This design comes from an exercise in tuning for small area on the open sky130 flow, not from production work. Function was checked by simulation only, so behaviour that the tests miss may differ from the original. No driver is modelled on the clock port, so clock power and skew are understated where the tree is cut down; a real chip needs a root buffer or a tree. No activity file was given, so power comes from the tool's default toggle rates.

==> flow/design.v (excerpt) <==
module top_module(
    input clk,
    input btn_rst,
    input btn_pause,
    output sclk,
    output rclk,
    output dio,
    output buzzer
    );
Size in the first run: ~160 cells after synthesis, roughly 7 I/O pins.
==> module top_module, before the edit <==
module top_module(
    input clk,
    input btn_rst,
    input btn_pause,
    output sclk,
    output rclk,
    output dio,
    output buzzer
    );
    wire rst = btn_rst;
    reg [4:0] J;       
    reg [4:0] H;       
    reg [1:0] Q;       
    reg       F;       
    wire l5   = J[4] & J[0];
    wire l8   = J[4] & J[3] & ~J[2];
    wire l9   = J[4] & ~J[3];
    wire l01  = ~J[4] & ~J[1];
    wire lle5 = ~J[4] | J[0];    
    wire l0   = ~J[4] & ~J[0];
    wire h24  = H[4] & H[3];     
    wire wrap = l9 & h24;
    always @(posedge clk or posedge rst) begin
        if (rst) begin
            J <= 5'b11000;   
            H <= 5'd24;
            Q <= 2'd3;
            F <= 1'b1;
        end else begin
            J <= {J[3:0], ~J[4]};
            H[0] <= H[0] ^ (l9 & ~h24);
            H[1] <= H[1] ^ (l9 & H[0]);
            H[2] <= H[2] ^ (l9 & H[0] & H[1]);
            H[3] <= H[3] ^ (l9 & ((H[0] & H[1] & H[2]) | h24));
            H[4] <= H[4] ^ (l9 & ((H[0] & H[1] & H[2] & H[3]) | h24));
            Q[0] <= Q[0] ^ wrap;
            Q[1] <= Q[1] ^ (wrap & Q[0]);
            if (wrap & (Q == 2'd1)) F <= 1'b0;
        end
    end
    wire ctick = ~F & (Q == 2'd3) & h24 & l8;
    wire t1    = (Q == 2'd3) & h24 & l9;
    wire tp    = (Q == 2'd2) & (H == 5'd0) & l01;
    reg       sync0, sync1, bstate, bprev, running;
    reg [7:0] cnt;
    wire [7:0] s = cnt ^ 8'h55;
    wire differ = bstate ^ sync1;
    wire hit    = (s & 8'hf7) == 8'hd4;
    wire fb     = s[7] ^ s[2];
    always @(posedge clk or posedge rst) begin
        if (rst) begin
            sync0 <= 1'b0;
            sync1 <= 1'b0;
            bstate <= 1'b0;
            bprev <= 1'b0;
            running <= 1'b1;
            cnt <= 8'd0;
        end else begin
            sync0 <= btn_pause;
            sync1 <= sync0;
            bprev <= bstate;
            if (bstate & ~bprev) running <= ~running;
            if (differ & hit) bstate <= sync1;
            cnt <= (differ & ~hit) ? ({s[6:0], fb} ^ 8'h55) : 8'd0;
        end
    end
    reg [3:0] r0, r1, r2, r3;
    reg       c;       
    wire      nine = r0[3] & r0[0];    
    wire      inc  = ctick ? running : ((t1 | tp) & c);
    wire [3:0] g;
    assign g[0] = r0[0] ^ inc;
    assign g[1] = r0[1] ^ (inc & r0[0] & ~r0[3]);
    assign g[2] = r0[2] ^ (inc & r0[0] & r0[1]);
    assign g[3] = r0[3] ^ (inc & r0[0] & (r0[3] | (r0[2] & r0[1])));
    always @(posedge clk or posedge rst) begin
        if (rst) begin
            r0 <= 4'd0; r1 <= 4'd0; r2 <= 4'd0; r3 <= 4'd0;
            c <= 1'b0;
        end else begin
            r0 <= r1; r1 <= r2; r2 <= r3; r3 <= g;
            if (ctick | t1 | tp) c <= inc & nine;
        end
    end
    reg buz;
    always @(posedge clk or posedge rst) begin
        if (rst) buz <= 1'b0;
        else if (t1) buz <= (g == 4'd1);
    end
    assign buzzer = buz;
    wire       active = ~F | Q[0];
    wire [1:0] didx = {~Q[1], Q[0]};           
    wire [1:0] pos  = {~Q[1] ^ H[0], ~Q[0]};   
    reg  [3:0] dv;
    always @(*) begin
        case (pos)
            2'd0: dv = r0;
            2'd1: dv = r1;
            2'd2: dv = r2;
            default: dv = r3;
        endcase
    end
    reg [6:0] seg;     
    always @(*) begin
        case (dv)
            4'h0: seg = 7'b0111111;
            4'h1: seg = 7'b0000110;
            4'h2: seg = 7'b1011011;
            4'h3: seg = 7'b1001111;
            4'h4: seg = 7'b1100110;
            4'h5: seg = 7'b1101101;
            4'h6: seg = 7'b1111101;
            4'h7: seg = 7'b0000111;
            4'h8: seg = 7'b1111111;
            4'h9: seg = 7'b1101111;
            default: seg = 7'b0000000;
        endcase
    end
    reg bitv;
    always @(*) begin
        case (H[3:2])
            2'd0: bitv = 1'b1;
            2'd1: bitv = F | (didx != ~H[1:0]);
            2'd2: bitv = (H[1:0] == 2'd0) ? 1'b0 : seg[3'd7 - {1'b0, H[1:0]}];
            default: bitv = seg[3'd3 - {1'b0, H[1:0]}];
        endcase
    end
    reg dio_r;
    always @(posedge clk or posedge rst) begin
        if (rst) dio_r <= 1'b0;
        else if (active & ~H[4] & l5) dio_r <= bitv;
    end
    assign dio = dio_r;
    assign sclk = active & (((H != 5'd0) & ~H[4] & lle5) | (H == 5'd16) | ((H == 5'd17) & l0));
    assign rclk = active & (H == 5'd16) & ~lle5;
endmodule
==> flow/config.mk <==
export PLATFORM = sky130hd
export DESIGN_NAME = top_module
export DESIGN_NICKNAME = top_module
export VERILOG_FILES = /design/flow/design.v
export SDC_FILE = /design/flow/constraint.sdc
export NUM_CORES = 4
export LEC_CHECK = 0
export CAP_MARGIN = 20
export CORE_AREA = 2 2 64 64
export DIE_AREA = 0 0 66 66
export SLEW_MARGIN = 20
==> flow/constraint.sdc <==
create_clock -name core_clock -period 20.0 [get_ports {clk}]
set_input_delay 4.0000 -clock core_clock [delete_from_list [all_inputs] [get_ports {clk}]]
set_output_delay 4.0000 -clock core_clock [all_outputs]
set_load 0.01 [all_outputs]
standard.sh (not shown) runs the stock make flow with config.mk's settings and CLKGATE_MAP_FILE= SYNTH_SCRIPT=/design/flow/synth_recipe.tcl, a recipe that flattens the netlist after the stock synthesis.
==> flow/flow/run.sh <==
#!/bin/bash
# Layout flow: the standard flow (standard.sh) with three changes.
#  1. After the standard synthesis, the same synthesis is run again with
#     area-oriented ABC scripts (flow/abc_N.script, NUM_CORES at a time) in place of
#     ORFS's abc_speed.script. Only the combinational mapping changes. The
#     smallest of those netlists that has exactly the standard synthesis's
#     registers (same names, same cell types) replaces the standard one.
#  2. Ports are buffered with buf_1 cells.
#  3. The clock tree is one level of buffers: flow/manual_cts.tcl, sourced
#     as ORFS's PRE_CTS hook, replaces clock_tree_synthesis so that the clock
#     port drives 4 buf_4 cells, each driving a quarter of the registers.
# Each tool's output goes to a log_*.txt file in the work folder.
set -euo pipefail
W=$(pwd)
R=$W/orfs/results/$FLOW_PLATFORM/top_module/base

bash standard.sh synth > $W/log_1_synth_standard.txt 2>&1

regs() { grep -oE '^\s*sky130_fd_sc_hd__(df|sdf|edf|dl)[a-z0-9_]+\s+\S+' "$1" | sed -E 's/_[0-9]+\s+/ /' | sort; }
area() { grep -oE 'Chip area for module .*: [0-9.]+' "$1" | awk '{print $NF}'; }

# 1. area-oriented syntheses, each in its own ORFS work folder
synth_one() {
    local s=$1 n
    n=$(basename $s .script)
    rm -rf $W/scripts_$n
    cp -r $FLOW_HOME/scripts $W/scripts_$n
    cp $s $W/scripts_$n/abc_speed.script
    make -C $FLOW_HOME DESIGN_CONFIG=$W/config.mk WORK_HOME=$W/orfs_$n \
        CLKGATE_MAP_FILE= SYNTH_SCRIPT=$W/synth_recipe.tcl \
        SCRIPTS_DIR=$W/scripts_$n \
        $W/orfs_$n/results/$FLOW_PLATFORM/top_module/base/1_2_yosys.v > $W/log_1_synth_$n.txt 2>&1 || true
}
export -f synth_one
export W
ls $W/flow/abc_*.script | xargs -P ${NUM_CORES:-4} -I{} bash -c 'synth_one {}'

best=""; best_area=$(area $W/orfs/reports/$FLOW_PLATFORM/top_module/base/synth_stat.txt)
echo "standard: $best_area" > $W/log_1_choice.txt
for s in $W/flow/abc_*.script; do
    n=$(basename $s .script)
    A=$W/orfs_$n/results/$FLOW_PLATFORM/top_module/base/1_2_yosys.v
    S=$W/orfs_$n/reports/$FLOW_PLATFORM/top_module/base/synth_stat.txt
    [[ -s $A && -s $S ]] || { echo "$n: failed" >> $W/log_1_choice.txt; continue; }
    if ! diff <(regs $R/1_2_yosys.v) <(regs $A) > /dev/null; then
        echo "$n: registers differ" >> $W/log_1_choice.txt; continue
    fi
    a=$(area $S)
    echo "$n: $a" >> $W/log_1_choice.txt
    if awk -v a=$a -v b=$best_area 'BEGIN { exit !(a < b) }'; then best=$n; best_area=$a; fi
done
if [[ -n $best ]]; then
    echo "using $best ($best_area)" >> $W/log_1_choice.txt
    cp $W/orfs_$best/results/$FLOW_PLATFORM/top_module/base/1_2_yosys.v $R/1_2_yosys.v
    touch $R/1_2_yosys.v
else
    echo "using the standard netlist" >> $W/log_1_choice.txt
fi

# 2., 3. the rest of the standard flow
export BUFFER_PORTS_ARGS="-buffer_cell sky130_fd_sc_hd__buf_1"
export PRE_CTS_TCL=$W/flow/manual_cts.tcl
export MANUAL_CTS_PORT=clk
export MANUAL_CTS_NB=4
export MANUAL_CTS_BUF=sky130_fd_sc_hd__buf_4
bash standard.sh finish > $W/log_2_finish.txt 2>&1
Other scripts of this flow, unchanged in this note and not shown: flow/flow/abc_1.script, flow/flow/abc_2.script, flow/flow/abc_3.script, flow/flow/abc_4.script, flow/flow/abc_5.script, flow/flow/abc_6.script, flow/flow/abc_7.script, flow/flow/abc_8.script, flow/flow/manual_cts.tcl
Edit:
--- a/flow/design.v
+++ b/flow/design.v
@@ -10,9 +10,10 @@
     wire rst = btn_rst;
     reg [4:0] J;       
     reg [4:0] H;       
     reg [1:0] Q;       
-    reg       F;       
+    reg       nF;      
+    wire      F = ~nF;
     wire l5   = J[4] & J[0];
     wire l8   = J[4] & J[3] & ~J[2];
     wire l9   = J[4] & ~J[3];
     wire l01  = ~J[4] & ~J[1];
@@ -24,9 +25,9 @@
         if (rst) begin
             J <= 5'b11000;   
             H <= 5'd24;
             Q <= 2'd3;
-            F <= 1'b1;
+            nF <= 1'b0;
         end else begin
             J <= {J[3:0], ~J[4]};
             H[0] <= H[0] ^ (l9 & ~h24);
             H[1] <= H[1] ^ (l9 & H[0]);
@@ -34,41 +35,40 @@
             H[3] <= H[3] ^ (l9 & ((H[0] & H[1] & H[2]) | h24));
             H[4] <= H[4] ^ (l9 & ((H[0] & H[1] & H[2] & H[3]) | h24));
             Q[0] <= Q[0] ^ wrap;
             Q[1] <= Q[1] ^ (wrap & Q[0]);
-            if (wrap & (Q == 2'd1)) F <= 1'b0;
+            if (wrap & (Q == 2'd1)) nF <= 1'b1;
         end
     end
-    wire ctick = ~F & (Q == 2'd3) & h24 & l8;
+    wire ctick = (Q == 2'd3) & h24 & l8;
     wire t1    = (Q == 2'd3) & h24 & l9;
     wire tp    = (Q == 2'd2) & (H == 5'd0) & l01;
-    reg       sync0, sync1, bstate, bprev, running;
+    reg       sync0, bstate, paused;    
     reg [7:0] cnt;
     wire [7:0] s = cnt ^ 8'h55;
-    wire differ = bstate ^ sync1;
+    wire differ = bstate ^ sync0;
     wire hit    = (s & 8'hf7) == 8'hd4;
     wire fb     = s[7] ^ s[2];
     always @(posedge clk or posedge rst) begin
         if (rst) begin
             sync0 <= 1'b0;
-            sync1 <= 1'b0;
             bstate <= 1'b0;
-            bprev <= 1'b0;
-            running <= 1'b1;
+            paused <= 1'b0;
             cnt <= 8'd0;
         end else begin
             sync0 <= btn_pause;
-            sync1 <= sync0;
-            bprev <= bstate;
-            if (bstate & ~bprev) running <= ~running;
-            if (differ & hit) bstate <= sync1;
+            if (differ & hit) begin
+                bstate <= sync0;
+                if (sync0) paused <= ~paused;
+            end
             cnt <= (differ & ~hit) ? ({s[6:0], fb} ^ 8'h55) : 8'd0;
         end
     end
     reg [3:0] r0, r1, r2, r3;
     reg       c;       
+    wire      tr   = (Q == 2'd3) & h24 & J[1] & ~J[0];    
     wire      nine = r0[3] & r0[0];    
-    wire      inc  = ctick ? running : ((t1 | tp) & c);
+    wire      inc  = (ctick | t1 | tp) & c;
     wire [3:0] g;
     assign g[0] = r0[0] ^ inc;
     assign g[1] = r0[1] ^ (inc & r0[0] & ~r0[3]);
     assign g[2] = r0[2] ^ (inc & r0[0] & r0[1]);
@@ -78,9 +78,10 @@
             r0 <= 4'd0; r1 <= 4'd0; r2 <= 4'd0; r3 <= 4'd0;
             c <= 1'b0;
         end else begin
             r0 <= r1; r1 <= r2; r2 <= r3; r3 <= g;
-            if (ctick | t1 | tp) c <= inc & nine;
+            if (tr) c <= ~paused;
+            else if (ctick | t1 | tp) c <= inc & nine;
         end
     end
     reg buz;
     always @(posedge clk or posedge rst) begin
Final area came out lower by 2.6%.
Area after synthesis came out lower by 2.7%.
Core utilization came out lower by 1.4 points.
Final cell count is unchanged.
Power came out lower by 5.5%.
Setup slack got worse by 0.061 ns.
Fmax came out lower by 1.1%.
Synthesized cell count is unchanged.
Combinational power came out lower by about 10%.
Die area stays the same.
Via count stays flat.
Clock power hardly moves.
No run of this note takes its clock network from TritonCTS; it comes from the design's own scripts or RTL.

==> static timing again, ports no longer ideal <==
The flow's constraints put no driver on any port. The routed layouts listed below were extracted and timed again, unchanged, in two steps. Step 1 (the two cells are an assumption about what drives the block):
set clk [get_ports {clk}]
set_driving_cell -lib_cell sky130_fd_sc_hd__clkbuf_16 $clk
set_driving_cell -lib_cell sky130_fd_sc_hd__buf_2 [delete_from_list [all_inputs] $clk]
Step 2 adds t to the input delays and takes it off the output delays; t is the mean of the earliest and latest rising clock arrival at the registers after step 1. Input paths then give back, and output paths get back, about the clock's delay inside the block. a / b / c = no drivers / after step 1 / after step 2; a / b = the first two.
run	t, ns	setup WS [ns]	worst setup path after step 2	slew at the worst register clock pin (ns)	pins driven straight from the clock port
the first run	0.183	14.446 / 14.399 / 14.582	register to output	0.10 / 0.10	4
the second run	0.181	14.385 / 14.341 / 14.522	register to output	0.10 / 0.10	4
After both steps every run listed still meets setup and hold.
